This is an optimization exercise on Yosys and OpenROAD, whose aim is small area, not a production implementation. Function was checked by simulation only, so behaviour that the tests miss may differ from the original. The clock port is modelled as an ideal driver, which makes a skipped or thinned clock tree look cheaper than it is; a real chip needs a root buffer or a tree.

[flow/reopt.tcl]
# Re-map the combinational logic of the standard synthesis netlist for area.
# Registers, full and half adders stay as they are (blackboxes, same instance names).
yosys -import
set lib $::env(PLATFORM_LIB)
read_liberty -ignore_miss_func $lib
read_verilog $::env(REOPT_IN)
hierarchy -top $::env(FLOW_TOP)
setattr -mod -set blackbox 1 sky130_fd_sc_hd__fa_* sky130_fd_sc_hd__ha_* sky130_fd_sc_hd__df*
tee -o $::env(REOPT_OUT).before.stat stat -liberty $lib
flatten
yosys rename -hide w:*.*
hierarchy -top $::env(FLOW_TOP)
opt_clean -purge
abc -liberty $lib {*}$::env(REOPT_DONT_USE) -script $::env(REOPT_SCRIPT)
read_liberty -lib -ignore_redef $lib
setundef -zero
splitnets
opt_clean -purge
hilomap -singleton -hicell sky130_fd_sc_hd__conb_1 HI -locell sky130_fd_sc_hd__conb_1 LO
insbuf -buf sky130_fd_sc_hd__buf_1 A X
opt_clean -purge
check -assert
tee -o $::env(REOPT_OUT).after.stat stat -liberty $lib
write_verilog -noattr -nohex -nodec $::env(REOPT_OUT)
[standard.sh]
#!/bin/bash
# synth_recipe.tcl (not shown) runs the flow's synth.tcl, then flattens the netlist and writes it again
# the make line also repeats each setting of config.mk as NAME=value (left out here)
make -C /OpenROAD-flow-scripts/flow DESIGN_CONFIG=/design/flow/config.mk WORK_HOME=/design/flow/orfs CLKGATE_MAP_FILE= SYNTH_SCRIPT=/design/flow/synth_recipe.tcl "${@:-finish}"
[config.mk]
export PLATFORM = sky130hd
export DESIGN_NAME = filt_ppd
export DESIGN_NICKNAME = filt_ppd
export VERILOG_FILES = /design/flow/design.v
export SDC_FILE = /design/flow/constraint.sdc
export NUM_CORES = 4
export LEC_CHECK = 0
export CAP_MARGIN = 20
export CORE_MARGIN = 2
export CORE_UTILIZATION = 40
export SLEW_MARGIN = 20
export SYNTH_HIERARCHICAL = 1
export SYNTH_MINIMUM_KEEP_SIZE = 0
[design.v]
module add_fa (input wire i_a, input wire i_b, input wire i_c, output wire o_s, output wire o_c);
  assign o_s = i_a ^ i_b ^ i_c;
  assign o_c = (i_a & i_b) | (i_c & (i_a ^ i_b));
endmodule
module add_ha (input wire i_a, input wire i_b, output wire o_s, output wire o_c);
  assign o_s = i_a ^ i_b;
  assign o_c = i_a & i_b;
endmodule
module filt_ppd (
  input  wire               i_rst_an,    
  input  wire               i_ena,       
  input  wire               i_clk,       
  input  wire signed [5:0]  i_data,      
  output wire signed [27:0] o_data,      
  output wire               o_sclk       
);
  localparam [25:0] c_k30 = 26'h2ea0000;
  localparam [25:0] c_k31 = 26'h1600000;
  reg  [4:0]  r_k;
  reg         r_sclk;
  reg  [25:0] r_acc_a;
  reg  [25:0] r_acc_b;
  wire [5:0] w_x = i_data & {6{i_ena}};
  wire [6:0] w_xe = {w_x, 1'b0};
  wire [2:0] w_one, w_two, w_neg, w_nneg;
  genvar i;
  generate
    for (i = 0; i < 3; i = i + 1) begin: g_booth
      assign w_one[i]  = w_xe[2*i+1] ^ w_xe[2*i];
      assign w_two[i]  = (w_xe[2*i+2] & ~w_xe[2*i+1] & ~w_xe[2*i]) |
                         (~w_xe[2*i+2] & w_xe[2*i+1] & w_xe[2*i]);
      assign w_neg[i]  = w_xe[2*i+2];
      assign w_nneg[i] = i_ena & ~w_xe[2*i+2];
    end
  endgenerate
  reg  [4:0] w_k_nxt;
  reg        w_first, w_last, w_rst_st;
  always @(*) begin
    w_k_nxt  = 5'd0;
    w_first  = 1'b0;    
    w_last   = 1'b0;    
    w_rst_st = 1'b0;    
    case (r_k)
      5'd0: begin w_k_nxt = 5'd30; w_last = 1'b1; end
      5'd1: begin w_k_nxt = 5'd0; end
      5'd2: begin w_k_nxt = 5'd1; end
      5'd3: begin w_k_nxt = 5'd2; end
      5'd4: begin w_k_nxt = 5'd3; end
      5'd5: begin w_k_nxt = 5'd4; end
      5'd6: begin w_k_nxt = 5'd5; end
      5'd7: begin w_k_nxt = 5'd6; end
      5'd8: begin w_k_nxt = 5'd7; end
      5'd9: begin w_k_nxt = 5'd8; end
      5'd10: begin w_k_nxt = 5'd9; end
      5'd11: begin w_k_nxt = 5'd10; end
      5'd12: begin w_k_nxt = 5'd11; end
      5'd13: begin w_k_nxt = 5'd12; end
      5'd14: begin w_k_nxt = 5'd13; end
      5'd15: begin w_k_nxt = 5'd14; end
      5'd16: begin w_k_nxt = 5'd15; end
      5'd17: begin w_k_nxt = 5'd16; end
      5'd18: begin w_k_nxt = 5'd17; end
      5'd19: begin w_k_nxt = 5'd18; end
      5'd20: begin w_k_nxt = 5'd19; end
      5'd21: begin w_k_nxt = 5'd20; end
      5'd22: begin w_k_nxt = 5'd21; end
      5'd23: begin w_k_nxt = 5'd22; end
      5'd24: begin w_k_nxt = 5'd23; end
      5'd25: begin w_k_nxt = 5'd24; end
      5'd26: begin w_k_nxt = 5'd25; end
      5'd27: begin w_k_nxt = 5'd26; end
      5'd28: begin w_k_nxt = 5'd27; end
      5'd29: begin w_k_nxt = 5'd28; end
      5'd30: begin w_k_nxt = 5'd29; w_first = 1'b1; end
      5'd31: begin w_k_nxt = 5'd30; w_first = 1'b1; w_rst_st = 1'b1; end
      default: ;
    endcase
  end
  wire        w_sel    = i_ena & w_first;
  wire [25:0] w_base_a = w_sel ? r_acc_b : r_acc_a;
  wire [25:0] w_base_b = w_sel ? (w_rst_st ? c_k31 : c_k30) : r_acc_b;
  wire [25:0] w_acc_a, w_acc_b;
  reg [14:0] ma_h;
  always @(*)
    case (r_k)
      5'd0: ma_h = 15'd483;
      5'd1: ma_h = 15'd616;
      5'd2: ma_h = 15'd819;
      5'd3: ma_h = 15'd1120;
      5'd4: ma_h = 15'd1542;
      5'd5: ma_h = 15'd2109;
      5'd6: ma_h = 15'd2840;
      5'd7: ma_h = 15'd3750;
      5'd8: ma_h = 15'd4846;
      5'd9: ma_h = 15'd6133;
      5'd10: ma_h = 15'd7606;
      5'd11: ma_h = 15'd9255;
      5'd12: ma_h = 15'd11062;
      5'd13: ma_h = 15'd13002;
      5'd14: ma_h = 15'd15045;
      5'd15: ma_h = 15'd17156;
      5'd16: ma_h = 15'd19293;
      5'd17: ma_h = 15'd21414;
      5'd18: ma_h = 15'd23473;
      5'd19: ma_h = 15'd25425;
      5'd20: ma_h = 15'd27224;
      5'd21: ma_h = 15'd28827;
      5'd22: ma_h = 15'd30197;
      5'd23: ma_h = 15'd31300;
      5'd24: ma_h = 15'd32108;
      5'd25: ma_h = 15'd32601;
      5'd26: ma_h = 15'd32767;
      5'd27: ma_h = 15'd32601;
      5'd28: ma_h = 15'd32108;
      5'd29: ma_h = 15'd31300;
      5'd30: ma_h = 15'd30197;
      5'd31: ma_h = 15'd0;
      default: ma_h = 15'd0;
    endcase
  wire ma_pp0_0 = ((w_one[0] & ma_h[0])) ^ w_neg[0];
  wire ma_pp0_1 = ((w_one[0] & ma_h[1]) | (w_two[0] & ma_h[0])) ^ w_neg[0];
  wire ma_pp0_2 = ((w_one[0] & ma_h[2]) | (w_two[0] & ma_h[1])) ^ w_neg[0];
  wire ma_pp0_3 = ((w_one[0] & ma_h[3]) | (w_two[0] & ma_h[2])) ^ w_neg[0];
  wire ma_pp0_4 = ((w_one[0] & ma_h[4]) | (w_two[0] & ma_h[3])) ^ w_neg[0];
  wire ma_pp0_5 = ((w_one[0] & ma_h[5]) | (w_two[0] & ma_h[4])) ^ w_neg[0];
  wire ma_pp0_6 = ((w_one[0] & ma_h[6]) | (w_two[0] & ma_h[5])) ^ w_neg[0];
  wire ma_pp0_7 = ((w_one[0] & ma_h[7]) | (w_two[0] & ma_h[6])) ^ w_neg[0];
  wire ma_pp0_8 = ((w_one[0] & ma_h[8]) | (w_two[0] & ma_h[7])) ^ w_neg[0];
  wire ma_pp0_9 = ((w_one[0] & ma_h[9]) | (w_two[0] & ma_h[8])) ^ w_neg[0];
  wire ma_pp0_10 = ((w_one[0] & ma_h[10]) | (w_two[0] & ma_h[9])) ^ w_neg[0];
  wire ma_pp0_11 = ((w_one[0] & ma_h[11]) | (w_two[0] & ma_h[10])) ^ w_neg[0];
  wire ma_pp0_12 = ((w_one[0] & ma_h[12]) | (w_two[0] & ma_h[11])) ^ w_neg[0];
  wire ma_pp0_13 = ((w_one[0] & ma_h[13]) | (w_two[0] & ma_h[12])) ^ w_neg[0];
  wire ma_pp0_14 = ((w_one[0] & ma_h[14]) | (w_two[0] & ma_h[13])) ^ w_neg[0];
  wire ma_pp0_15 = ((w_two[0] & ma_h[14])) ^ w_neg[0];
  wire ma_pp1_0 = ((w_one[1] & ma_h[0])) ^ w_neg[1];
  wire ma_pp1_1 = ((w_one[1] & ma_h[1]) | (w_two[1] & ma_h[0])) ^ w_neg[1];
  wire ma_pp1_2 = ((w_one[1] & ma_h[2]) | (w_two[1] & ma_h[1])) ^ w_neg[1];
  wire ma_pp1_3 = ((w_one[1] & ma_h[3]) | (w_two[1] & ma_h[2])) ^ w_neg[1];
  wire ma_pp1_4 = ((w_one[1] & ma_h[4]) | (w_two[1] & ma_h[3])) ^ w_neg[1];
  wire ma_pp1_5 = ((w_one[1] & ma_h[5]) | (w_two[1] & ma_h[4])) ^ w_neg[1];
  wire ma_pp1_6 = ((w_one[1] & ma_h[6]) | (w_two[1] & ma_h[5])) ^ w_neg[1];
  wire ma_pp1_7 = ((w_one[1] & ma_h[7]) | (w_two[1] & ma_h[6])) ^ w_neg[1];
  wire ma_pp1_8 = ((w_one[1] & ma_h[8]) | (w_two[1] & ma_h[7])) ^ w_neg[1];
  wire ma_pp1_9 = ((w_one[1] & ma_h[9]) | (w_two[1] & ma_h[8])) ^ w_neg[1];
  wire ma_pp1_10 = ((w_one[1] & ma_h[10]) | (w_two[1] & ma_h[9])) ^ w_neg[1];
  wire ma_pp1_11 = ((w_one[1] & ma_h[11]) | (w_two[1] & ma_h[10])) ^ w_neg[1];
  wire ma_pp1_12 = ((w_one[1] & ma_h[12]) | (w_two[1] & ma_h[11])) ^ w_neg[1];
  wire ma_pp1_13 = ((w_one[1] & ma_h[13]) | (w_two[1] & ma_h[12])) ^ w_neg[1];
  wire ma_pp1_14 = ((w_one[1] & ma_h[14]) | (w_two[1] & ma_h[13])) ^ w_neg[1];
  wire ma_pp1_15 = ((w_two[1] & ma_h[14])) ^ w_neg[1];
  wire ma_pp2_0 = ((w_one[2] & ma_h[0])) ^ w_neg[2];
  wire ma_pp2_1 = ((w_one[2] & ma_h[1]) | (w_two[2] & ma_h[0])) ^ w_neg[2];
  wire ma_pp2_2 = ((w_one[2] & ma_h[2]) | (w_two[2] & ma_h[1])) ^ w_neg[2];
  wire ma_pp2_3 = ((w_one[2] & ma_h[3]) | (w_two[2] & ma_h[2])) ^ w_neg[2];
  wire ma_pp2_4 = ((w_one[2] & ma_h[4]) | (w_two[2] & ma_h[3])) ^ w_neg[2];
  wire ma_pp2_5 = ((w_one[2] & ma_h[5]) | (w_two[2] & ma_h[4])) ^ w_neg[2];
  wire ma_pp2_6 = ((w_one[2] & ma_h[6]) | (w_two[2] & ma_h[5])) ^ w_neg[2];
  wire ma_pp2_7 = ((w_one[2] & ma_h[7]) | (w_two[2] & ma_h[6])) ^ w_neg[2];
  wire ma_pp2_8 = ((w_one[2] & ma_h[8]) | (w_two[2] & ma_h[7])) ^ w_neg[2];
  wire ma_pp2_9 = ((w_one[2] & ma_h[9]) | (w_two[2] & ma_h[8])) ^ w_neg[2];
  wire ma_pp2_10 = ((w_one[2] & ma_h[10]) | (w_two[2] & ma_h[9])) ^ w_neg[2];
  wire ma_pp2_11 = ((w_one[2] & ma_h[11]) | (w_two[2] & ma_h[10])) ^ w_neg[2];
  wire ma_pp2_12 = ((w_one[2] & ma_h[12]) | (w_two[2] & ma_h[11])) ^ w_neg[2];
  wire ma_pp2_13 = ((w_one[2] & ma_h[13]) | (w_two[2] & ma_h[12])) ^ w_neg[2];
  wire ma_pp2_14 = ((w_one[2] & ma_h[14]) | (w_two[2] & ma_h[13])) ^ w_neg[2];
  wire ma_pp2_15 = ((w_two[2] & ma_h[14])) ^ w_neg[2];
  wire ma_w1, ma_w2;
  add_fa u_ma_w1 (.i_a(w_base_a[0]), .i_b(w_neg[0]), .i_c(ma_pp0_0), .o_s(ma_w1), .o_c(ma_w2));
  wire ma_w3, ma_w4;
  add_fa u_ma_w3 (.i_a(w_base_a[1]), .i_b(ma_pp0_1), .i_c(ma_w2), .o_s(ma_w3), .o_c(ma_w4));
  wire ma_w5, ma_w6;
  add_fa u_ma_w5 (.i_a(w_base_a[2]), .i_b(w_neg[1]), .i_c(ma_pp0_2), .o_s(ma_w5), .o_c(ma_w6));
  wire ma_w7, ma_w8;
  add_fa u_ma_w7 (.i_a(ma_pp1_0), .i_b(ma_w5), .i_c(ma_w4), .o_s(ma_w7), .o_c(ma_w8));
  wire ma_w9, ma_w10;
  add_fa u_ma_w9 (.i_a(w_base_a[3]), .i_b(ma_pp0_3), .i_c(ma_pp1_1), .o_s(ma_w9), .o_c(ma_w10));
  wire ma_w11, ma_w12;
  add_fa u_ma_w11 (.i_a(ma_w6), .i_b(ma_w9), .i_c(ma_w8), .o_s(ma_w11), .o_c(ma_w12));
  wire ma_w13, ma_w14;
  add_fa u_ma_w13 (.i_a(w_base_a[4]), .i_b(w_neg[2]), .i_c(ma_pp0_4), .o_s(ma_w13), .o_c(ma_w14));
  wire ma_w15, ma_w16;
  add_fa u_ma_w15 (.i_a(ma_pp1_2), .i_b(ma_pp2_0), .i_c(ma_w10), .o_s(ma_w15), .o_c(ma_w16));
  wire ma_w17, ma_w18;
  add_fa u_ma_w17 (.i_a(ma_w13), .i_b(ma_w15), .i_c(ma_w12), .o_s(ma_w17), .o_c(ma_w18));
  wire ma_w19, ma_w20;
  add_fa u_ma_w19 (.i_a(w_base_a[5]), .i_b(ma_pp0_5), .i_c(ma_pp1_3), .o_s(ma_w19), .o_c(ma_w20));
  wire ma_w21, ma_w22;
  add_fa u_ma_w21 (.i_a(ma_pp2_1), .i_b(ma_w14), .i_c(ma_w19), .o_s(ma_w21), .o_c(ma_w22));
  wire ma_w23, ma_w24;
  add_fa u_ma_w23 (.i_a(ma_w16), .i_b(ma_w21), .i_c(ma_w18), .o_s(ma_w23), .o_c(ma_w24));
  wire ma_w25, ma_w26;
  add_fa u_ma_w25 (.i_a(w_base_a[6]), .i_b(ma_pp0_6), .i_c(ma_pp1_4), .o_s(ma_w25), .o_c(ma_w26));
  wire ma_w27, ma_w28;
  add_fa u_ma_w27 (.i_a(ma_pp2_2), .i_b(ma_w20), .i_c(ma_w25), .o_s(ma_w27), .o_c(ma_w28));
  wire ma_w29, ma_w30;
  add_fa u_ma_w29 (.i_a(ma_w22), .i_b(ma_w27), .i_c(ma_w24), .o_s(ma_w29), .o_c(ma_w30));
  wire ma_w31, ma_w32;
  add_fa u_ma_w31 (.i_a(w_base_a[7]), .i_b(ma_pp0_7), .i_c(ma_pp1_5), .o_s(ma_w31), .o_c(ma_w32));
  wire ma_w33, ma_w34;
  add_fa u_ma_w33 (.i_a(ma_pp2_3), .i_b(ma_w26), .i_c(ma_w31), .o_s(ma_w33), .o_c(ma_w34));
  wire ma_w35, ma_w36;
  add_fa u_ma_w35 (.i_a(ma_w28), .i_b(ma_w33), .i_c(ma_w30), .o_s(ma_w35), .o_c(ma_w36));
  wire ma_w37, ma_w38;
  add_fa u_ma_w37 (.i_a(w_base_a[8]), .i_b(ma_pp0_8), .i_c(ma_pp1_6), .o_s(ma_w37), .o_c(ma_w38));
  wire ma_w39, ma_w40;
  add_fa u_ma_w39 (.i_a(ma_pp2_4), .i_b(ma_w32), .i_c(ma_w37), .o_s(ma_w39), .o_c(ma_w40));
  wire ma_w41, ma_w42;
  add_fa u_ma_w41 (.i_a(ma_w34), .i_b(ma_w39), .i_c(ma_w36), .o_s(ma_w41), .o_c(ma_w42));
  wire ma_w43, ma_w44;
  add_fa u_ma_w43 (.i_a(w_base_a[9]), .i_b(ma_pp0_9), .i_c(ma_pp1_7), .o_s(ma_w43), .o_c(ma_w44));
  wire ma_w45, ma_w46;
  add_fa u_ma_w45 (.i_a(ma_pp2_5), .i_b(ma_w38), .i_c(ma_w43), .o_s(ma_w45), .o_c(ma_w46));
  wire ma_w47, ma_w48;
  add_fa u_ma_w47 (.i_a(ma_w40), .i_b(ma_w45), .i_c(ma_w42), .o_s(ma_w47), .o_c(ma_w48));
  wire ma_w49, ma_w50;
  add_fa u_ma_w49 (.i_a(w_base_a[10]), .i_b(ma_pp0_10), .i_c(ma_pp1_8), .o_s(ma_w49), .o_c(ma_w50));
  wire ma_w51, ma_w52;
  add_fa u_ma_w51 (.i_a(ma_pp2_6), .i_b(ma_w44), .i_c(ma_w49), .o_s(ma_w51), .o_c(ma_w52));
  wire ma_w53, ma_w54;
  add_fa u_ma_w53 (.i_a(ma_w46), .i_b(ma_w51), .i_c(ma_w48), .o_s(ma_w53), .o_c(ma_w54));
  wire ma_w55, ma_w56;
  add_fa u_ma_w55 (.i_a(w_base_a[11]), .i_b(ma_pp0_11), .i_c(ma_pp1_9), .o_s(ma_w55), .o_c(ma_w56));
  wire ma_w57, ma_w58;
  add_fa u_ma_w57 (.i_a(ma_pp2_7), .i_b(ma_w50), .i_c(ma_w55), .o_s(ma_w57), .o_c(ma_w58));
  wire ma_w59, ma_w60;
  add_fa u_ma_w59 (.i_a(ma_w52), .i_b(ma_w57), .i_c(ma_w54), .o_s(ma_w59), .o_c(ma_w60));
  wire ma_w61, ma_w62;
  add_fa u_ma_w61 (.i_a(w_base_a[12]), .i_b(ma_pp0_12), .i_c(ma_pp1_10), .o_s(ma_w61), .o_c(ma_w62));
  wire ma_w63, ma_w64;
  add_fa u_ma_w63 (.i_a(ma_pp2_8), .i_b(ma_w56), .i_c(ma_w61), .o_s(ma_w63), .o_c(ma_w64));
  wire ma_w65, ma_w66;
  add_fa u_ma_w65 (.i_a(ma_w58), .i_b(ma_w63), .i_c(ma_w60), .o_s(ma_w65), .o_c(ma_w66));
  wire ma_w67, ma_w68;
  add_fa u_ma_w67 (.i_a(w_base_a[13]), .i_b(ma_pp0_13), .i_c(ma_pp1_11), .o_s(ma_w67), .o_c(ma_w68));
  wire ma_w69, ma_w70;
  add_fa u_ma_w69 (.i_a(ma_pp2_9), .i_b(ma_w62), .i_c(ma_w67), .o_s(ma_w69), .o_c(ma_w70));
  wire ma_w71, ma_w72;
  add_fa u_ma_w71 (.i_a(ma_w64), .i_b(ma_w69), .i_c(ma_w66), .o_s(ma_w71), .o_c(ma_w72));
  wire ma_w73, ma_w74;
  add_fa u_ma_w73 (.i_a(w_base_a[14]), .i_b(ma_pp0_14), .i_c(ma_pp1_12), .o_s(ma_w73), .o_c(ma_w74));
  wire ma_w75, ma_w76;
  add_fa u_ma_w75 (.i_a(ma_pp2_10), .i_b(ma_w68), .i_c(ma_w73), .o_s(ma_w75), .o_c(ma_w76));
  wire ma_w77, ma_w78;
  add_fa u_ma_w77 (.i_a(ma_w70), .i_b(ma_w75), .i_c(ma_w72), .o_s(ma_w77), .o_c(ma_w78));
  wire ma_w79, ma_w80;
  add_fa u_ma_w79 (.i_a(w_base_a[15]), .i_b(ma_pp0_15), .i_c(ma_pp1_13), .o_s(ma_w79), .o_c(ma_w80));
  wire ma_w81, ma_w82;
  add_fa u_ma_w81 (.i_a(ma_pp2_11), .i_b(ma_w74), .i_c(ma_w79), .o_s(ma_w81), .o_c(ma_w82));
  wire ma_w83, ma_w84;
  add_fa u_ma_w83 (.i_a(ma_w76), .i_b(ma_w81), .i_c(ma_w78), .o_s(ma_w83), .o_c(ma_w84));
  wire ma_w85, ma_w86;
  add_fa u_ma_w85 (.i_a(w_base_a[16]), .i_b(w_nneg[0]), .i_c(ma_pp1_14), .o_s(ma_w85), .o_c(ma_w86));
  wire ma_w87, ma_w88;
  add_fa u_ma_w87 (.i_a(ma_pp2_12), .i_b(ma_w80), .i_c(ma_w85), .o_s(ma_w87), .o_c(ma_w88));
  wire ma_w89, ma_w90;
  add_fa u_ma_w89 (.i_a(ma_w82), .i_b(ma_w87), .i_c(ma_w84), .o_s(ma_w89), .o_c(ma_w90));
  wire ma_w91, ma_w92;
  add_fa u_ma_w91 (.i_a(w_base_a[17]), .i_b(ma_pp1_15), .i_c(ma_pp2_13), .o_s(ma_w91), .o_c(ma_w92));
  wire ma_w93, ma_w94;
  add_fa u_ma_w93 (.i_a(ma_w86), .i_b(ma_w91), .i_c(ma_w88), .o_s(ma_w93), .o_c(ma_w94));
  wire ma_w95, ma_w96;
  add_ha u_ma_w95 (.i_a(ma_w93), .i_b(ma_w90), .o_s(ma_w95), .o_c(ma_w96));
  wire ma_w97, ma_w98;
  add_fa u_ma_w97 (.i_a(w_base_a[18]), .i_b(w_nneg[1]), .i_c(ma_pp2_14), .o_s(ma_w97), .o_c(ma_w98));
  wire ma_w99, ma_w100;
  add_fa u_ma_w99 (.i_a(ma_w92), .i_b(ma_w97), .i_c(ma_w94), .o_s(ma_w99), .o_c(ma_w100));
  wire ma_w101, ma_w102;
  add_ha u_ma_w101 (.i_a(ma_w99), .i_b(ma_w96), .o_s(ma_w101), .o_c(ma_w102));
  wire ma_w103, ma_w104;
  add_fa u_ma_w103 (.i_a(w_base_a[19]), .i_b(ma_pp2_15), .i_c(ma_w98), .o_s(ma_w103), .o_c(ma_w104));
  wire ma_w105, ma_w106;
  add_fa u_ma_w105 (.i_a(ma_w103), .i_b(ma_w100), .i_c(ma_w102), .o_s(ma_w105), .o_c(ma_w106));
  wire ma_w107, ma_w108;
  add_fa u_ma_w107 (.i_a(w_base_a[20]), .i_b(w_nneg[2]), .i_c(ma_w104), .o_s(ma_w107), .o_c(ma_w108));
  wire ma_w109, ma_w110;
  add_ha u_ma_w109 (.i_a(ma_w107), .i_b(ma_w106), .o_s(ma_w109), .o_c(ma_w110));
  wire ma_w111, ma_w112;
  add_fa u_ma_w111 (.i_a(w_base_a[21]), .i_b(ma_w108), .i_c(ma_w110), .o_s(ma_w111), .o_c(ma_w112));
  wire ma_w113, ma_w114;
  add_ha u_ma_w113 (.i_a(w_base_a[22]), .i_b(ma_w112), .o_s(ma_w113), .o_c(ma_w114));
  wire ma_w115, ma_w116;
  add_ha u_ma_w115 (.i_a(w_base_a[23]), .i_b(ma_w114), .o_s(ma_w115), .o_c(ma_w116));
  wire ma_w117, ma_w118;
  add_ha u_ma_w117 (.i_a(w_base_a[24]), .i_b(ma_w116), .o_s(ma_w117), .o_c(ma_w118));
  wire ma_w119 = w_base_a[25] ^ ma_w118;
  assign w_acc_a = {ma_w119, ma_w117, ma_w115, ma_w113, ma_w111, ma_w109, ma_w105, ma_w101, ma_w95, ma_w89, ma_w83, ma_w77, ma_w71, ma_w65, ma_w59, ma_w53, ma_w47, ma_w41, ma_w35, ma_w29, ma_w23, ma_w17, ma_w11, ma_w7, ma_w3, ma_w1};
  reg [14:0] mb_h;
  always @(*)
    case (r_k)
      5'd0: mb_h = 15'd28827;
      5'd1: mb_h = 15'd27224;
      5'd2: mb_h = 15'd25425;
      5'd3: mb_h = 15'd23473;
      5'd4: mb_h = 15'd21414;
      5'd5: mb_h = 15'd19293;
      5'd6: mb_h = 15'd17156;
      5'd7: mb_h = 15'd15045;
      5'd8: mb_h = 15'd13002;
      5'd9: mb_h = 15'd11062;
      5'd10: mb_h = 15'd9255;
      5'd11: mb_h = 15'd7606;
      5'd12: mb_h = 15'd6133;
      5'd13: mb_h = 15'd4846;
      5'd14: mb_h = 15'd3750;
      5'd15: mb_h = 15'd2840;
      5'd16: mb_h = 15'd2109;
      5'd17: mb_h = 15'd1542;
      5'd18: mb_h = 15'd1120;
      5'd19: mb_h = 15'd819;
      5'd20: mb_h = 15'd616;
      5'd21: mb_h = 15'd483;
      5'd22: mb_h = 15'd0;
      5'd23: mb_h = 15'd0;
      5'd24: mb_h = 15'd0;
      5'd25: mb_h = 15'd0;
      5'd26: mb_h = 15'd0;
      5'd27: mb_h = 15'd0;
      5'd28: mb_h = 15'd0;
      5'd29: mb_h = 15'd0;
      5'd30: mb_h = 15'd0;
      5'd31: mb_h = 15'd0;
      default: mb_h = 15'd0;
    endcase
  wire mb_pp0_0 = ((w_one[0] & mb_h[0])) ^ w_neg[0];
  wire mb_pp0_1 = ((w_one[0] & mb_h[1]) | (w_two[0] & mb_h[0])) ^ w_neg[0];
  wire mb_pp0_2 = ((w_one[0] & mb_h[2]) | (w_two[0] & mb_h[1])) ^ w_neg[0];
  wire mb_pp0_3 = ((w_one[0] & mb_h[3]) | (w_two[0] & mb_h[2])) ^ w_neg[0];
  wire mb_pp0_4 = ((w_one[0] & mb_h[4]) | (w_two[0] & mb_h[3])) ^ w_neg[0];
  wire mb_pp0_5 = ((w_one[0] & mb_h[5]) | (w_two[0] & mb_h[4])) ^ w_neg[0];
  wire mb_pp0_6 = ((w_one[0] & mb_h[6]) | (w_two[0] & mb_h[5])) ^ w_neg[0];
  wire mb_pp0_7 = ((w_one[0] & mb_h[7]) | (w_two[0] & mb_h[6])) ^ w_neg[0];
  wire mb_pp0_8 = ((w_one[0] & mb_h[8]) | (w_two[0] & mb_h[7])) ^ w_neg[0];
  wire mb_pp0_9 = ((w_one[0] & mb_h[9]) | (w_two[0] & mb_h[8])) ^ w_neg[0];
  wire mb_pp0_10 = ((w_one[0] & mb_h[10]) | (w_two[0] & mb_h[9])) ^ w_neg[0];
  wire mb_pp0_11 = ((w_one[0] & mb_h[11]) | (w_two[0] & mb_h[10])) ^ w_neg[0];
  wire mb_pp0_12 = ((w_one[0] & mb_h[12]) | (w_two[0] & mb_h[11])) ^ w_neg[0];
  wire mb_pp0_13 = ((w_one[0] & mb_h[13]) | (w_two[0] & mb_h[12])) ^ w_neg[0];
  wire mb_pp0_14 = ((w_one[0] & mb_h[14]) | (w_two[0] & mb_h[13])) ^ w_neg[0];
  wire mb_pp0_15 = ((w_two[0] & mb_h[14])) ^ w_neg[0];
  wire mb_pp1_0 = ((w_one[1] & mb_h[0])) ^ w_neg[1];
  wire mb_pp1_1 = ((w_one[1] & mb_h[1]) | (w_two[1] & mb_h[0])) ^ w_neg[1];
  wire mb_pp1_2 = ((w_one[1] & mb_h[2]) | (w_two[1] & mb_h[1])) ^ w_neg[1];
  wire mb_pp1_3 = ((w_one[1] & mb_h[3]) | (w_two[1] & mb_h[2])) ^ w_neg[1];
  wire mb_pp1_4 = ((w_one[1] & mb_h[4]) | (w_two[1] & mb_h[3])) ^ w_neg[1];
  wire mb_pp1_5 = ((w_one[1] & mb_h[5]) | (w_two[1] & mb_h[4])) ^ w_neg[1];
  wire mb_pp1_6 = ((w_one[1] & mb_h[6]) | (w_two[1] & mb_h[5])) ^ w_neg[1];
  wire mb_pp1_7 = ((w_one[1] & mb_h[7]) | (w_two[1] & mb_h[6])) ^ w_neg[1];
  wire mb_pp1_8 = ((w_one[1] & mb_h[8]) | (w_two[1] & mb_h[7])) ^ w_neg[1];
  wire mb_pp1_9 = ((w_one[1] & mb_h[9]) | (w_two[1] & mb_h[8])) ^ w_neg[1];
  wire mb_pp1_10 = ((w_one[1] & mb_h[10]) | (w_two[1] & mb_h[9])) ^ w_neg[1];
  wire mb_pp1_11 = ((w_one[1] & mb_h[11]) | (w_two[1] & mb_h[10])) ^ w_neg[1];
  wire mb_pp1_12 = ((w_one[1] & mb_h[12]) | (w_two[1] & mb_h[11])) ^ w_neg[1];
  wire mb_pp1_13 = ((w_one[1] & mb_h[13]) | (w_two[1] & mb_h[12])) ^ w_neg[1];
  wire mb_pp1_14 = ((w_one[1] & mb_h[14]) | (w_two[1] & mb_h[13])) ^ w_neg[1];
  wire mb_pp1_15 = ((w_two[1] & mb_h[14])) ^ w_neg[1];
  wire mb_pp2_0 = ((w_one[2] & mb_h[0])) ^ w_neg[2];
  wire mb_pp2_1 = ((w_one[2] & mb_h[1]) | (w_two[2] & mb_h[0])) ^ w_neg[2];
  wire mb_pp2_2 = ((w_one[2] & mb_h[2]) | (w_two[2] & mb_h[1])) ^ w_neg[2];
  wire mb_pp2_3 = ((w_one[2] & mb_h[3]) | (w_two[2] & mb_h[2])) ^ w_neg[2];
  wire mb_pp2_4 = ((w_one[2] & mb_h[4]) | (w_two[2] & mb_h[3])) ^ w_neg[2];
  wire mb_pp2_5 = ((w_one[2] & mb_h[5]) | (w_two[2] & mb_h[4])) ^ w_neg[2];
  wire mb_pp2_6 = ((w_one[2] & mb_h[6]) | (w_two[2] & mb_h[5])) ^ w_neg[2];
  wire mb_pp2_7 = ((w_one[2] & mb_h[7]) | (w_two[2] & mb_h[6])) ^ w_neg[2];
  wire mb_pp2_8 = ((w_one[2] & mb_h[8]) | (w_two[2] & mb_h[7])) ^ w_neg[2];
  wire mb_pp2_9 = ((w_one[2] & mb_h[9]) | (w_two[2] & mb_h[8])) ^ w_neg[2];
  wire mb_pp2_10 = ((w_one[2] & mb_h[10]) | (w_two[2] & mb_h[9])) ^ w_neg[2];
  wire mb_pp2_11 = ((w_one[2] & mb_h[11]) | (w_two[2] & mb_h[10])) ^ w_neg[2];
  wire mb_pp2_12 = ((w_one[2] & mb_h[12]) | (w_two[2] & mb_h[11])) ^ w_neg[2];
  wire mb_pp2_13 = ((w_one[2] & mb_h[13]) | (w_two[2] & mb_h[12])) ^ w_neg[2];
  wire mb_pp2_14 = ((w_one[2] & mb_h[14]) | (w_two[2] & mb_h[13])) ^ w_neg[2];
  wire mb_pp2_15 = ((w_two[2] & mb_h[14])) ^ w_neg[2];
  wire mb_w1, mb_w2;
  add_fa u_mb_w1 (.i_a(w_base_b[0]), .i_b(w_neg[0]), .i_c(mb_pp0_0), .o_s(mb_w1), .o_c(mb_w2));
  wire mb_w3, mb_w4;
  add_fa u_mb_w3 (.i_a(w_base_b[1]), .i_b(mb_pp0_1), .i_c(mb_w2), .o_s(mb_w3), .o_c(mb_w4));
  wire mb_w5, mb_w6;
  add_fa u_mb_w5 (.i_a(w_base_b[2]), .i_b(w_neg[1]), .i_c(mb_pp0_2), .o_s(mb_w5), .o_c(mb_w6));
  wire mb_w7, mb_w8;
  add_fa u_mb_w7 (.i_a(mb_pp1_0), .i_b(mb_w5), .i_c(mb_w4), .o_s(mb_w7), .o_c(mb_w8));
  wire mb_w9, mb_w10;
  add_fa u_mb_w9 (.i_a(w_base_b[3]), .i_b(mb_pp0_3), .i_c(mb_pp1_1), .o_s(mb_w9), .o_c(mb_w10));
  wire mb_w11, mb_w12;
  add_fa u_mb_w11 (.i_a(mb_w6), .i_b(mb_w9), .i_c(mb_w8), .o_s(mb_w11), .o_c(mb_w12));
  wire mb_w13, mb_w14;
  add_fa u_mb_w13 (.i_a(w_base_b[4]), .i_b(w_neg[2]), .i_c(mb_pp0_4), .o_s(mb_w13), .o_c(mb_w14));
  wire mb_w15, mb_w16;
  add_fa u_mb_w15 (.i_a(mb_pp1_2), .i_b(mb_pp2_0), .i_c(mb_w10), .o_s(mb_w15), .o_c(mb_w16));
  wire mb_w17, mb_w18;
  add_fa u_mb_w17 (.i_a(mb_w13), .i_b(mb_w15), .i_c(mb_w12), .o_s(mb_w17), .o_c(mb_w18));
  wire mb_w19, mb_w20;
  add_fa u_mb_w19 (.i_a(w_base_b[5]), .i_b(mb_pp0_5), .i_c(mb_pp1_3), .o_s(mb_w19), .o_c(mb_w20));
  wire mb_w21, mb_w22;
  add_fa u_mb_w21 (.i_a(mb_pp2_1), .i_b(mb_w14), .i_c(mb_w19), .o_s(mb_w21), .o_c(mb_w22));
  wire mb_w23, mb_w24;
  add_fa u_mb_w23 (.i_a(mb_w16), .i_b(mb_w21), .i_c(mb_w18), .o_s(mb_w23), .o_c(mb_w24));
  wire mb_w25, mb_w26;
  add_fa u_mb_w25 (.i_a(w_base_b[6]), .i_b(mb_pp0_6), .i_c(mb_pp1_4), .o_s(mb_w25), .o_c(mb_w26));
  wire mb_w27, mb_w28;
  add_fa u_mb_w27 (.i_a(mb_pp2_2), .i_b(mb_w20), .i_c(mb_w25), .o_s(mb_w27), .o_c(mb_w28));
  wire mb_w29, mb_w30;
  add_fa u_mb_w29 (.i_a(mb_w22), .i_b(mb_w27), .i_c(mb_w24), .o_s(mb_w29), .o_c(mb_w30));
  wire mb_w31, mb_w32;
  add_fa u_mb_w31 (.i_a(w_base_b[7]), .i_b(mb_pp0_7), .i_c(mb_pp1_5), .o_s(mb_w31), .o_c(mb_w32));
  wire mb_w33, mb_w34;
  add_fa u_mb_w33 (.i_a(mb_pp2_3), .i_b(mb_w26), .i_c(mb_w31), .o_s(mb_w33), .o_c(mb_w34));
  wire mb_w35, mb_w36;
  add_fa u_mb_w35 (.i_a(mb_w28), .i_b(mb_w33), .i_c(mb_w30), .o_s(mb_w35), .o_c(mb_w36));
  wire mb_w37, mb_w38;
  add_fa u_mb_w37 (.i_a(w_base_b[8]), .i_b(mb_pp0_8), .i_c(mb_pp1_6), .o_s(mb_w37), .o_c(mb_w38));
  wire mb_w39, mb_w40;
  add_fa u_mb_w39 (.i_a(mb_pp2_4), .i_b(mb_w32), .i_c(mb_w37), .o_s(mb_w39), .o_c(mb_w40));
  wire mb_w41, mb_w42;
  add_fa u_mb_w41 (.i_a(mb_w34), .i_b(mb_w39), .i_c(mb_w36), .o_s(mb_w41), .o_c(mb_w42));
  wire mb_w43, mb_w44;
  add_fa u_mb_w43 (.i_a(w_base_b[9]), .i_b(mb_pp0_9), .i_c(mb_pp1_7), .o_s(mb_w43), .o_c(mb_w44));
  wire mb_w45, mb_w46;
  add_fa u_mb_w45 (.i_a(mb_pp2_5), .i_b(mb_w38), .i_c(mb_w43), .o_s(mb_w45), .o_c(mb_w46));
  wire mb_w47, mb_w48;
  add_fa u_mb_w47 (.i_a(mb_w40), .i_b(mb_w45), .i_c(mb_w42), .o_s(mb_w47), .o_c(mb_w48));
  wire mb_w49, mb_w50;
  add_fa u_mb_w49 (.i_a(w_base_b[10]), .i_b(mb_pp0_10), .i_c(mb_pp1_8), .o_s(mb_w49), .o_c(mb_w50));
  wire mb_w51, mb_w52;
  add_fa u_mb_w51 (.i_a(mb_pp2_6), .i_b(mb_w44), .i_c(mb_w49), .o_s(mb_w51), .o_c(mb_w52));
  wire mb_w53, mb_w54;
  add_fa u_mb_w53 (.i_a(mb_w46), .i_b(mb_w51), .i_c(mb_w48), .o_s(mb_w53), .o_c(mb_w54));
  wire mb_w55, mb_w56;
  add_fa u_mb_w55 (.i_a(w_base_b[11]), .i_b(mb_pp0_11), .i_c(mb_pp1_9), .o_s(mb_w55), .o_c(mb_w56));
  wire mb_w57, mb_w58;
  add_fa u_mb_w57 (.i_a(mb_pp2_7), .i_b(mb_w50), .i_c(mb_w55), .o_s(mb_w57), .o_c(mb_w58));
  wire mb_w59, mb_w60;
  add_fa u_mb_w59 (.i_a(mb_w52), .i_b(mb_w57), .i_c(mb_w54), .o_s(mb_w59), .o_c(mb_w60));
  wire mb_w61, mb_w62;
  add_fa u_mb_w61 (.i_a(w_base_b[12]), .i_b(mb_pp0_12), .i_c(mb_pp1_10), .o_s(mb_w61), .o_c(mb_w62));
  wire mb_w63, mb_w64;
  add_fa u_mb_w63 (.i_a(mb_pp2_8), .i_b(mb_w56), .i_c(mb_w61), .o_s(mb_w63), .o_c(mb_w64));
  wire mb_w65, mb_w66;
  add_fa u_mb_w65 (.i_a(mb_w58), .i_b(mb_w63), .i_c(mb_w60), .o_s(mb_w65), .o_c(mb_w66));
  wire mb_w67, mb_w68;
  add_fa u_mb_w67 (.i_a(w_base_b[13]), .i_b(mb_pp0_13), .i_c(mb_pp1_11), .o_s(mb_w67), .o_c(mb_w68));
  wire mb_w69, mb_w70;
  add_fa u_mb_w69 (.i_a(mb_pp2_9), .i_b(mb_w62), .i_c(mb_w67), .o_s(mb_w69), .o_c(mb_w70));
  wire mb_w71, mb_w72;
  add_fa u_mb_w71 (.i_a(mb_w64), .i_b(mb_w69), .i_c(mb_w66), .o_s(mb_w71), .o_c(mb_w72));
  wire mb_w73, mb_w74;
  add_fa u_mb_w73 (.i_a(w_base_b[14]), .i_b(mb_pp0_14), .i_c(mb_pp1_12), .o_s(mb_w73), .o_c(mb_w74));
  wire mb_w75, mb_w76;
  add_fa u_mb_w75 (.i_a(mb_pp2_10), .i_b(mb_w68), .i_c(mb_w73), .o_s(mb_w75), .o_c(mb_w76));
  wire mb_w77, mb_w78;
  add_fa u_mb_w77 (.i_a(mb_w70), .i_b(mb_w75), .i_c(mb_w72), .o_s(mb_w77), .o_c(mb_w78));
  wire mb_w79, mb_w80;
  add_fa u_mb_w79 (.i_a(w_base_b[15]), .i_b(mb_pp0_15), .i_c(mb_pp1_13), .o_s(mb_w79), .o_c(mb_w80));
  wire mb_w81, mb_w82;
  add_fa u_mb_w81 (.i_a(mb_pp2_11), .i_b(mb_w74), .i_c(mb_w79), .o_s(mb_w81), .o_c(mb_w82));
  wire mb_w83, mb_w84;
  add_fa u_mb_w83 (.i_a(mb_w76), .i_b(mb_w81), .i_c(mb_w78), .o_s(mb_w83), .o_c(mb_w84));
  wire mb_w85, mb_w86;
  add_fa u_mb_w85 (.i_a(w_base_b[16]), .i_b(w_nneg[0]), .i_c(mb_pp1_14), .o_s(mb_w85), .o_c(mb_w86));
  wire mb_w87, mb_w88;
  add_fa u_mb_w87 (.i_a(mb_pp2_12), .i_b(mb_w80), .i_c(mb_w85), .o_s(mb_w87), .o_c(mb_w88));
  wire mb_w89, mb_w90;
  add_fa u_mb_w89 (.i_a(mb_w82), .i_b(mb_w87), .i_c(mb_w84), .o_s(mb_w89), .o_c(mb_w90));
  wire mb_w91, mb_w92;
  add_fa u_mb_w91 (.i_a(w_base_b[17]), .i_b(mb_pp1_15), .i_c(mb_pp2_13), .o_s(mb_w91), .o_c(mb_w92));
  wire mb_w93, mb_w94;
  add_fa u_mb_w93 (.i_a(mb_w86), .i_b(mb_w91), .i_c(mb_w88), .o_s(mb_w93), .o_c(mb_w94));
  wire mb_w95, mb_w96;
  add_ha u_mb_w95 (.i_a(mb_w93), .i_b(mb_w90), .o_s(mb_w95), .o_c(mb_w96));
  wire mb_w97, mb_w98;
  add_fa u_mb_w97 (.i_a(w_base_b[18]), .i_b(w_nneg[1]), .i_c(mb_pp2_14), .o_s(mb_w97), .o_c(mb_w98));
  wire mb_w99, mb_w100;
  add_fa u_mb_w99 (.i_a(mb_w92), .i_b(mb_w97), .i_c(mb_w94), .o_s(mb_w99), .o_c(mb_w100));
  wire mb_w101, mb_w102;
  add_ha u_mb_w101 (.i_a(mb_w99), .i_b(mb_w96), .o_s(mb_w101), .o_c(mb_w102));
  wire mb_w103, mb_w104;
  add_fa u_mb_w103 (.i_a(w_base_b[19]), .i_b(mb_pp2_15), .i_c(mb_w98), .o_s(mb_w103), .o_c(mb_w104));
  wire mb_w105, mb_w106;
  add_fa u_mb_w105 (.i_a(mb_w103), .i_b(mb_w100), .i_c(mb_w102), .o_s(mb_w105), .o_c(mb_w106));
  wire mb_w107, mb_w108;
  add_fa u_mb_w107 (.i_a(w_base_b[20]), .i_b(w_nneg[2]), .i_c(mb_w104), .o_s(mb_w107), .o_c(mb_w108));
  wire mb_w109, mb_w110;
  add_ha u_mb_w109 (.i_a(mb_w107), .i_b(mb_w106), .o_s(mb_w109), .o_c(mb_w110));
  wire mb_w111, mb_w112;
  add_fa u_mb_w111 (.i_a(w_base_b[21]), .i_b(mb_w108), .i_c(mb_w110), .o_s(mb_w111), .o_c(mb_w112));
  wire mb_w113, mb_w114;
  add_ha u_mb_w113 (.i_a(w_base_b[22]), .i_b(mb_w112), .o_s(mb_w113), .o_c(mb_w114));
  wire mb_w115, mb_w116;
  add_ha u_mb_w115 (.i_a(w_base_b[23]), .i_b(mb_w114), .o_s(mb_w115), .o_c(mb_w116));
  wire mb_w117, mb_w118;
  add_ha u_mb_w117 (.i_a(w_base_b[24]), .i_b(mb_w116), .o_s(mb_w117), .o_c(mb_w118));
  wire mb_w119 = w_base_b[25] ^ mb_w118;
  assign w_acc_b = {mb_w119, mb_w117, mb_w115, mb_w113, mb_w111, mb_w109, mb_w105, mb_w101, mb_w95, mb_w89, mb_w83, mb_w77, mb_w71, mb_w65, mb_w59, mb_w53, mb_w47, mb_w41, mb_w35, mb_w29, mb_w23, mb_w17, mb_w11, mb_w7, mb_w3, mb_w1};
  always @(posedge i_clk or negedge i_rst_an)
    if (!i_rst_an) begin
      r_k    <= 5'd31;
      r_sclk <= 1'b0;
    end else begin
      if (i_ena)
        r_k <= w_k_nxt;
      r_sclk <= i_ena & w_last;
    end
  always @(posedge i_clk) begin
    r_acc_a <= w_acc_a;
    r_acc_b <= w_acc_b;
  end
  assign o_data = {{2{r_acc_a[25]}}, r_acc_a};
  assign o_sclk = r_sclk;
endmodule
[flow/run.sh]
#!/bin/bash
# Own layout flow: the standard synthesis, then an area re-mapping of the
# combinational logic between the registers and adder cells (registers, full
# and half adders are kept as they are, with their names; adder cells with an
# unused output become the plain gate they reduce to), then the standard
# layout with smaller port buffers, a clock tree without dummy loads, and
# smaller leaf clock buffers where the clock slew allows.
# Each tool's full output goes to a log file of its own in this folder.
set -euo pipefail
W=$(pwd)
export PLATFORM_LIB=$FLOW_HOME/platforms/$FLOW_PLATFORM/lib/sky130_fd_sc_hd__tt_025C_1v80.lib
R=$W/orfs/results/$FLOW_PLATFORM/filt_ppd/base
L=$W/orfs/logs/$FLOW_PLATFORM/filt_ppd/base

# 1. standard synthesis
bash standard.sh synth > $W/log_1_synth.log 2>&1

# 2. re-map the combinational logic for area
cp $R/1_2_yosys.v $W/synth_standard.v
DONT_USE=$(grep -o -- '-dont_use [^ ]*' $L/1_2_yosys.log | sort -u | tr '\n' ' ')
python3 $W/flow/prep.py $W/synth_standard.v $W/synth_prep.v > $W/log_2_prep.log 2>&1
export REOPT_IN=$W/synth_prep.v
export REOPT_OUT=$W/synth_reopt.v
export REOPT_DONT_USE="$DONT_USE"
export REOPT_SCRIPT=$W/flow/abc_area.script
yosys -c $W/flow/reopt.tcl > $W/log_2_reopt.log 2>&1
cp $W/synth_reopt.v $R/1_2_yosys.v
rm -f $R/1_synth.odb $R/1_synth.sdc

# 3. layout up to the clock tree
ARGS=("BUFFER_PORTS_ARGS=-buffer_cell sky130_fd_sc_hd__buf_1"
      "CTS_ARGS=-sink_clustering_enable -repair_clock_nets -dont_use_dummy_load -buf_list sky130_fd_sc_hd__clkbuf_8 -sink_clustering_size 30 -sink_clustering_max_diameter 150")
bash standard.sh "${ARGS[@]}" cts > $W/log_3_layout_cts.log 2>&1

# 4. smaller leaf clock buffers where the clock pins they drive keep a low slew
RESULTS=$R CLK_SLEW_LIMIT=0.095 openroad -no_init -exit $W/flow/clk_resize.tcl > $W/log_4_clk_resize.log 2>&1

# 5. rest of the layout
bash standard.sh "${ARGS[@]}" finish > $W/log_5_layout.log 2>&1
[flow/prep.py]
#!/usr/bin/env python3
"""Turn adder cells of the standard synthesis netlist that have an unused output
into the plain gate they reduce to, so that the re-mapping can optimise them:
half adder without SUM -> and2, half adder without COUT -> xor2,
full adder without SUM -> maj3, full adder without COUT -> xor3.
Usage: prep.py IN.v OUT.v"""
import re, sys
from collections import Counter

src = open(sys.argv[1]).read()
inst_re = re.compile(r'(sky130_fd_sc_hd__(?:ha|fa)_\d)\s+(\S+)\s*\((.*?)\);', re.S)
pin_re = re.compile(r'\.(\w+)\(\s*([^()]*?)\s*\)')

# every net reference: pin connections, assigns and port declarations
refs = Counter(n for _, n in pin_re.findall(src))
for m in re.finditer(r'^\s*(?:output|assign)\b(.*?);', src, re.S | re.M):
    for tok in re.findall(r'\\\S+|[A-Za-z_][\w$]*(?:\s*\[\d+\])?', m.group(1)):
        refs[tok.strip()] += 1
outputs = set()
for m in re.finditer(r'^\s*output\b(.*?);', src, re.S | re.M):
    outputs.update(t.strip() for t in re.findall(r'\\\S+|[A-Za-z_][\w$]*', m.group(1)))

changed = Counter()
def repl(m):
    typ, name, body = m.groups()
    pins = dict(pin_re.findall(body))
    used = lambda p: p in pins and pins[p] != '' and (refs[pins[p]] > 1 or pins[p] in outputs)
    ins = [pins[p] for p in ('A', 'B', 'CIN') if p in pins]
    if 'ha_' in typ:
        if not used('SUM') and used('COUT'):
            new, out = 'sky130_fd_sc_hd__and2_1', pins['COUT']
        elif not used('COUT') and used('SUM'):
            new, out = 'sky130_fd_sc_hd__xor2_1', pins['SUM']
        else:
            return m.group(0)
        conn = [f".A({ins[0]} )", f".B({ins[1]} )", f".X({out} )"]
    else:
        if not used('SUM') and used('COUT'):
            new, out, o = 'sky130_fd_sc_hd__maj3_1', pins['COUT'], 'X'
        elif not used('COUT') and used('SUM'):
            new, out, o = 'sky130_fd_sc_hd__xor3_1', pins['SUM'], 'X'
        else:
            return m.group(0)
        conn = [f".A({ins[0]} )", f".B({ins[1]} )", f".C({ins[2]} )", f".{o}({out} )"]
    changed[new] += 1
    return f"{new} {name} (\n    " + ",\n    ".join(conn) + "\n  );"

out = inst_re.sub(repl, src)
open(sys.argv[2], 'w').write(out)
print("prep:", dict(changed))
[flow/clk_resize.tcl]
# Downsize leaf clock buffers of the clock tree where the flip-flop clock pins
# they drive keep a small slew (placement parasitics), then save the database.
set r $::env(RESULTS)
read_db $r/4_cts.odb
read_liberty $::env(PLATFORM_LIB)
read_sdc $r/4_cts.sdc
source $::env(FLOW_HOME)/platforms/$::env(FLOW_PLATFORM)/setRC.tcl
set_propagated_clock [all_clocks]
set limit $::env(CLK_SLEW_LIMIT)
proc sink_slew {inst} {
  set mx 0
  set out [get_pins -of_objects [get_cells $inst] -filter "direction == output"]
  foreach p [get_pins -of_objects [get_nets -of_objects $out] -filter "direction == input"] {
    set s [get_property $p slew_max]
    if {$s > $mx} { set mx $s }
  }
  return $mx
}
estimate_parasitics -placement
foreach inst [get_cells clkbuf_*] {
  set name [get_full_name $inst]
  set old [get_property $inst ref_name]
  # leaves only: buffers that drive no other clock buffer
  set out [get_pins -of_objects $inst -filter "direction == output"]
  set drives_buf 0
  foreach p [get_pins -of_objects [get_nets -of_objects $out] -filter "direction == input"] {
    if {[string match "clkbuf_*" [get_full_name [get_cells -of_objects $p]]]} { set drives_buf 1 }
  }
  if {$drives_buf} { continue }
  foreach cand {sky130_fd_sc_hd__clkbuf_2 sky130_fd_sc_hd__clkbuf_4} {
    if {$cand == $old} { break }
    replace_cell $name $cand
    estimate_parasitics -placement
    set s [sink_slew $name]
    if {$s <= $limit} {
      puts "clk_resize: $name $old -> $cand (sink slew [format %.3f $s])"
      break
    }
    replace_cell $name $old
    estimate_parasitics -placement
  }
}
set mx 0
foreach p [get_pins -hierarchical */CLK*] { set s [get_property $p slew_max]; if {$s > $mx} {set mx $s} }
puts "clk_resize: max flip-flop clock slew [format %.3f $mx]"
write_db $r/4_cts.odb
[flow/abc_area.script]
strash
&get -n
&deepsyn -T 30
&put
dch -f
amap
topo
[constraint.sdc]
create_clock -name core_clock -period 25.0 [get_ports {i_clk}]
set_input_delay 5.0000 -clock core_clock [delete_from_list [all_inputs] [get_ports {i_clk}]]
set_output_delay 5.0000 -clock core_clock [all_outputs]
set_load 0.01 [all_outputs]
==> summary.txt, run 1 <==
Unrepaired setup endpoints after global routing: false
Global-route wire length before repair: 30900 um
Antenna viol nets, final: 0
R2R Path Start: r_k[0]
Initial DRT Pass Iterations: 6
Num CTS Buffers: 9
Clk_skew: 0.0223 ns
Critical path class: primary input to register
Hold path depth: 2
Reg2Reg Depth: 33
Starting DRT DRC Count: 372
Worst setup margin: 9.60 ns
Worst path max stage delay: 0.84 ns
Cell area after synthesis: 6290 sq um
R2R Setup Slk: 13.09 ns
Final HPWL DP: 14300 um
Hold crit path type: register to register
Worst hold start: r_acc_b[25]
Filler cells: 1543
Worst EP required: 25.24 ns
Worst slew pin tran: 0.917 ns
Worst hold endpoint: r_acc_b[25]
Remaining DRCs: 0
Die Height: 129 um
Detailed-routing wirelength on met1: 7880 um
Crit path arrival time: 15.64 ns
Global Route Usage Sum: 23.9%
Vias: 5812
TritonCTS clock tree: built
CP most frequent cell: fa_1
WL final: 18500 um
Top layer reached by signal wires: met4
Max-Cap Viols: 0
Kind of end point of the critical path: register
DP Cell Count: 1019
Slew Viols, Final: 0
Final TNS setup: 0 ns
Drt wl/cell: 18.0 um
Post-CTS Setup Inserts: 0
CTS Root Cell: clkbuf_8
Worst-skew pair later-pin latency: 0.36 ns
Initial antenna violation count: 0
Dpl ws: 9.17 ns
Vias/cell: 5.65
RR Endpoint: r_acc_a[25]
Synth warn: 7
Final Hold Viols: 0
CTS clk-pin slew, worst paths: 0.08 ns
Core region area: 15300 sq um
DR WL met2: 8580 um
ANT cells: 0
Final Util: 45.3%
Row count: 45
Fin nets: 948
Hold-fix buffers at CTS: 0
Crit start category: primary input
Clock Tree Buf Depth: 2
Min cycle time layout: 15.40 ns
Port Buffer Count: 37
Slew HR: 38.3%
Cts repair resizes: 0
Met3 WL: 1420 um
Starting Density: 41.1%
Fmax: 65.0 MHz
Non-filler cells, final: 1028
Gr ovfl total: 0
H-Tree Depth: 3
RePlAce Congestion: 1.02
Layout cells sized above 1: 4.28%
Clk sink count: 58
Post-Syn Instances: 757
Avg Cell Area, Syn: 8.32 sq um
Largest net degree at the start of global routing: 68
Finish-stage setup viols: 0
# IOs: 38
Die span in x: 129 um
Worst-path fanout max: 30
Crit share post-route: 61.6%
Post-synth net total: 886
Synth-to-Final Area Change: 10.3%
Fin Hold WS: 0.594 ns
Outcome: timing/DRC/antenna clean
CP max stage cell: nor2_1
Die Area: 16800 sq um
Vias in the first global route: 5786
-- routing by layer --
layer | vias to the layer above | GRT usage (%)
li1 | 2810 | -
met1 | 2723 | 32.5
met2 | 241 | 37.4
met3 | 38 | 5.20
met4 | 0 | 9.42
met5 | - | 0
-- registers in the layout, indices dropped and copies added, names as in the netlist --
register  count
r_acc_a      26
r_acc_b      26
r_k           5
r_sclk        1
-- per-stage QoR --
stage / area (sq um)
2_1_floorplan: 6290
3_3_place_gp: 6840
3_5_place_dp: 6840
4_1_cts: 6970
5_1_grt: 6940
6_report: 6940
-- final cells by class --
class	instances	area [sq um]	area share (%)
Clock buffer	9	98.8	1.42
Inverter	60	225	3.24
Multi-Input combinational cell	637	4900	70.5
Sequential cell	58	1200	17.3
Tap cell	211	264	3.80
Timing Repair Buffer	53	259	3.73
-- placed cells by master, fill, tap and decap left out, drive strengths merged, types with 14 or more instances in the layout --
cell type,instances
o21ai,37
nand2,39
nor2,201
ha,14
dfxtp,52
a21oi,87
o22ai,70
buf,53
fa,106
clkinv,60
-- critical path: cells and delay by family --
family          cells  cell delay, ns
buf+inv             3            1.08
compound gates      4            0.62
simple gates        3            0.96
fa+ha+maj          23            7.96
-- how the worst max path moves through the flow --
stage	from	end	depth (start not counted)
floorplan	i_ena	r_acc_a[25]	30
global placement	i_ena	r_acc_a[25]	31
detailed placement	i_ena	r_acc_a[25]	31
CTS	i_ena	r_acc_a[25]	31
global route	i_ena	r_acc_a[25]	31
finish	i_ena	r_acc_a[25]	33
==> inputs of run 2 (changes only) <==
--- a/flow/run.sh
+++ b/flow/run.sh
@@ -5,4 +5,4 @@
 # unused output become the plain gate they reduce to), then the standard
-# layout with smaller port buffers, a clock tree without dummy loads, and
-# smaller leaf clock buffers where the clock slew allows.
+# layout with smaller port buffers and a clock tree with fewer and smaller
+# buffers where the clock slew allows.
 # Each tool's full output goes to a log file of its own in this folder.
@@ -34,3 +34,7 @@
 
-# 4. smaller leaf clock buffers where the clock pins they drive keep a low slew
+# 4. a clock tree with fewer buffers (the clock port drives 4 leaf buffers), if
+#    the clock slew at the flip-flops stays low; then smaller leaf buffers where
+#    the clock pins they drive keep a low slew
+RESULTS=$R CLK_SLEW_LIMIT=0.118 CLK_LEAVES=4 CLK_PORT=i_clk CLK_LEAF_CELL=sky130_fd_sc_hd__clkbuf_8 \
+  openroad -no_init -exit $W/flow/clk_tree.tcl > $W/log_4_clk_tree.log 2>&1
 RESULTS=$R CLK_SLEW_LIMIT=0.095 openroad -no_init -exit $W/flow/clk_resize.tcl > $W/log_4_clk_resize.log 2>&1
==> flow/clk_tree.tcl (new file) <==
set r $::env(RESULTS)
read_db $r/4_cts.odb
read_liberty $::env(PLATFORM_LIB)
read_sdc $r/4_cts.sdc
source $::env(FLOW_HOME)/platforms/$::env(FLOW_PLATFORM)/setRC.tcl
set_propagated_clock [all_clocks]
set limit $::env(CLK_SLEW_LIMIT)
set nleaf $::env(CLK_LEAVES)
set db [ord::get_db]
set block [ord::get_db_block]

proc max_clk_slew {} {
  set mx 0
  foreach p [get_pins -hierarchical */CLK*] { set s [get_property $p slew_max]; if {$s > $mx} { set mx $s } }
  return $mx
}
proc center {inst} {
  set b [$inst getBBox]
  return [list [expr {([$b xMin] + [$b xMax]) / 2}] [expr {([$b yMin] + [$b yMax]) / 2}]]
}

estimate_parasitics -placement
puts "clk_tree: CTS tree: [llength [get_cells clkbuf_*]] buffers, max clock slew [format %.3f [max_clk_slew]]"

set clk [$block findNet $::env(CLK_PORT)]
# the root: buffers driven by the clock port; leaves: buffers driven by the root
set roots {}
foreach it [$clk getITerms] {
  if {[string match "clkbuf_*" [[$it getInst] getName]]} { lappend roots [$it getInst] }
}
if {[llength $roots] != 1} { puts "clk_tree: unexpected tree, kept"; write_db $r/4_cts.odb; exit }
set root [lindex $roots 0]
set rnet [[$root findITerm X] getNet]
set leaves {}
foreach it [$rnet getITerms] {
  if {[$it isInputSignal] || [$it getMTerm] != "" } {
    set i [$it getInst]
    if {$i != $root && [string match "clkbuf_*" [$i getName]]} { lappend leaves $i }
  }
}
puts "clk_tree: root [$root getName], [llength $leaves] leaves"
if {[llength $leaves] <= $nleaf} { puts "clk_tree: nothing to merge, kept"; write_db $r/4_cts.odb; exit }

# greedy merge of the closest pair of groups until nleaf groups remain
set groups {}
foreach l $leaves { lappend groups [list $l] }
proc gcenter {g} {
  set x 0; set y 0
  foreach i $g { lassign [center $i] a b; set x [expr {$x + $a}]; set y [expr {$y + $b}] }
  return [list [expr {$x / [llength $g]}] [expr {$y / [llength $g]}]]
}
while {[llength $groups] > $nleaf} {
  set best ""; set bd 1e18
  for {set i 0} {$i < [llength $groups]} {incr i} {
    for {set j [expr {$i + 1}]} {$j < [llength $groups]} {incr j} {
      lassign [gcenter [lindex $groups $i]] x1 y1
      lassign [gcenter [lindex $groups $j]] x2 y2
      set d [expr {abs($x1 - $x2) + abs($y1 - $y2)}]
      if {$d < $bd} { set bd $d; set best [list $i $j] }
    }
  }
  lassign $best i j
  set merged [concat [lindex $groups $i] [lindex $groups $j]]
  set groups [lreplace $groups $j $j]
  set groups [lreplace $groups $i $i $merged]
}

set master [$db findMaster $::env(CLK_LEAF_CELL)]
foreach g $groups {
  set keep [lindex $g 0]
  set knet [[$keep findITerm X] getNet]
  foreach other [lrange $g 1 end] {
    set onet [[$other findITerm X] getNet]
    foreach it [$onet getITerms] {
      if {[$it getInst] != $other} { $it disconnect; $it connect $knet }
    }
    [$other findITerm A] disconnect
    [$other findITerm X] disconnect
    odb::dbInst_destroy $other
    odb::dbNet_destroy $onet
  }
  $keep swapMaster $master
  # move the kept buffer to the middle of its flip-flops
  set x 0; set y 0; set n 0
  foreach it [$knet getITerms] {
    if {[$it getInst] != $keep} { lassign [center [$it getInst]] a b; set x [expr {$x + $a}]; set y [expr {$y + $b}]; incr n }
  }
  $keep setLocation [expr {$x / $n}] [expr {$y / $n}]
  [$keep findITerm A] disconnect
  [$keep findITerm A] connect $clk
}
[$root findITerm A] disconnect
[$root findITerm X] disconnect
odb::dbInst_destroy $root
odb::dbNet_destroy $rnet

detailed_placement
estimate_parasitics -placement
set s [max_clk_slew]
puts "clk_tree: rebuilt tree: [llength [get_cells clkbuf_*]] buffers, max clock slew [format %.3f $s]"
if {$s > $limit} { puts "clk_tree: slew over [format %.3f $limit], CTS tree kept"; exit }
check_placement
write_db $r/4_cts.odb
puts "clk_tree: written"
==> run 2 against run 1 <==
Net effect: largest cell class unchanged; still clean; via count hardly changed; critical endpoint unchanged; synthesized cell count stayed put; count of clock-buffer cells in the layout is 5 lower; cell count is 0.49% lower.
==> summary.txt, run 2 <==
Critical path class: primary input to register
Synth warn: 7 (unchanged)
Die Height: 129 um (unchanged)
Max-Cap Viols: 0 (unchanged)
Global Route Usage Sum: 23.5% (-0.40 points)
CP startpoint: i_ena
Drt wl/cell: 18.0 um (-0.12%)
Worst slew pin tran: 0.892 ns (-0.0255 ns)
Slew HR: 40.1% (+1.7 points)
CTS clk-pin slew, worst paths: 0.10 ns (+0.02 ns)
Worst hold start: r_acc_b[25]
Worst-path fanout max: 30 (unchanged)
Global-route wire length before repair: 30800 um (-0.62%)
CP max stage cell: nor2_1
Cell area after synthesis: 6290 sq um (unchanged)
Final Hold Viols: 0 (unchanged)
Row count: 45 (unchanged)
Port Buffer Count: 37 (unchanged)
Finish-stage setup viols: 0 (unchanged)
Unrepaired setup endpoints after global routing: false
Slew Viols, Final: 0 (unchanged)
Starting DRT DRC Count: 427 (+15%)
Crit path arrival time: 15.61 ns (-0.03 ns)
CP most frequent cell: fa_1
Most common cell after layout, fill and taps aside: nor2_1
Non-filler cells, final: 1023 (-0.49%)
Vias/cell: 5.68 (+0.47%)
Layout cells sized above 1: 3.69% (-0.59 points)
Hold-fix buffers at CTS: 0 (unchanged)
Worst-skew pair later-pin latency: 0.16 ns (-0.20 ns)
Synth-to-Final Area Change: 9.56%
Cts repair resizes: 0 (unchanged)
Antenna viol nets, final: 0 (unchanged)
Fmax: 64.3 MHz (-1.0%)
# IOs: 38 (unchanged)
Die span in x: 129 um (unchanged)
Core region area: 15300 sq um (unchanged)
Post-synth net total: 886 (unchanged)
RePlAce Congestion: 1.02 (unchanged)
Crit start category: primary input
Worst EP required: 25.06 ns (-0.18 ns)
R2R Path Start: r_k[2]
Initial antenna violation count: 0 (unchanged)
Hold crit path type: register to register
Post-Syn Instances: 757 (unchanged)
R2R Setup Slk: 13.11 ns (+0.02 ns)
Largest net degree at the start of global routing: 68 (unchanged)
Fin nets: 943 (-0.53%)
Final HPWL DP: 14300 um (unchanged)
Vias: 5811 (-0.017%)
DP Cell Count: 1019 (unchanged)
Clk sink count: 58 (unchanged)
Clk_skew: 0.0128 ns (-0.00950 ns)
Min cycle time layout: 15.55 ns (+0.155 ns)
Remaining DRCs: 0 (unchanged)
Vias in the first global route: 5731 (-0.95%)
Crit share post-route: 62.2% (+0.62 points)
Final TNS setup: 0 ns (unchanged)
ANT cells: 0 (unchanged)
WL final: 18400 um (-0.60%)
Avg Cell Area, Syn: 8.32 sq um (unchanged)
Outcome: timing/DRC/antenna clean
Worst path max stage delay: 0.82 ns (-0.02 ns)
Die Area: 16800 sq um (unchanged)
Leading cell types in the layout, fill and taps excluded: 201 x nor2_1, 106 x fa_1, 87 x a21oi_1, 68 x o22ai_1, 60 x clkinv_1
Gr ovfl total: 0 (unchanged)
Top Registers: r_acc_a: 26 flops, r_acc_b: 26 flops, r_k: 5 flops
Post-CTS Setup Inserts: 0 (unchanged)
Initial DRT Pass Iterations: 6 (unchanged)
Kind of end point of the critical path: register
Starting Density: 41.1% (unchanged)
==> run 2: critical path, delay by kind of cell <==
| family | cells | cell delay (ns) |
|---|---|---|
| buf+inv | 3 | 1.08 |
| simple gates | 3 | 0.94 |
| fa+ha+maj | 23 | 7.94 |
| compound gates | 4 | 0.62 |
==> run 2: worst paths after layout <==
| kind | endpoint | depth (start not counted) |
|---|---|---|
| worst max-delay path | r_acc_a[25] | 33 |
| worst min-delay path | r_acc_b[25] | 2 |
| worst max register to register | r_acc_a[25] | 32 |
| worst min register to register | r_acc_b[25] | 2 |
| max in group asynchronous | r_k[1] | 1 |
| min in group asynchronous | r_sclk | 1 |
==> run 2: layer usage <==
metal	track usage, %	vias to the layer above	part of all wire (%)
li1	-	2794	-
met1	32.5	2756	43
met2	37.5	227	47
met3	4.87	34	7.1
met4	7.08	0	3.1
met5	0	-	0
==> run 2: per-stage QoR <==
| stage | cell area [sq um] | hold WS (ns) | worst slack, ns | util [%] |
|---|---|---|---|---|
| after floorplan | 6290 | 0.521 | 6.71 | - |
| after detailed placement | 6840 | 0.572 | 9.17 | 44.7 |
| after global routing | 6900 | 0.653 | 8.96 | 45.0 |
| after global placement | 6840 | 0.539 | 9.43 | 44.7 |
| after CTS | 6970 | 0.580 | 9.60 | 45.5 |
| final | 6900 | 0.587 | 9.45 | 45.0 |
==> run 2: cell type report <==
cell class | count | area (sq um)
Inverter | 60 | 225
Tap cell | 211 | 264
Timing Repair Buffer | 53 | 259
Clock buffer | 4 | 55.1
Multi-Input combinational cell | 637 | 4900
Sequential cell | 58 | 1200
Fill cell | 1542 | 8420

[static timing again, ports no longer ideal]
The results above use ideal ports. As a check the final layouts listed here were re-extracted and re-timed, cells and wires unchanged. Step 1 sets driving cells, clkbuf_16 on the clock port and buf_2 on the other inputs (assumed; they add their load-dependent delay and slew). Step 2 also shifts input and output timing later by t, the mid clock arrival at the registers, as if the neighbouring blocks saw the same clock. Slacks: ideal / step 1 / step 2; pairs: ideal / step 1.
run	shift t [ns]	slack for setup (ns)	hold slack, ns	slew at the worst register clock pin (ns)	worst slew at a driven data input, ns
run 1	0.386	9.604 / 9.615 / 9.229	0.594 / 0.594 / 0.594	0.08 / 0.08	0.04
run 2	0.232	9.449 / 9.498 / 9.266	0.587 / 0.587 / 0.587	0.11 / 0.11	0.04
After both steps every run listed still meets setup and hold. For run 1, which loses most, drivers alone change the setup slack by +0.011 ns; drivers and shift together by -0.375 ns.
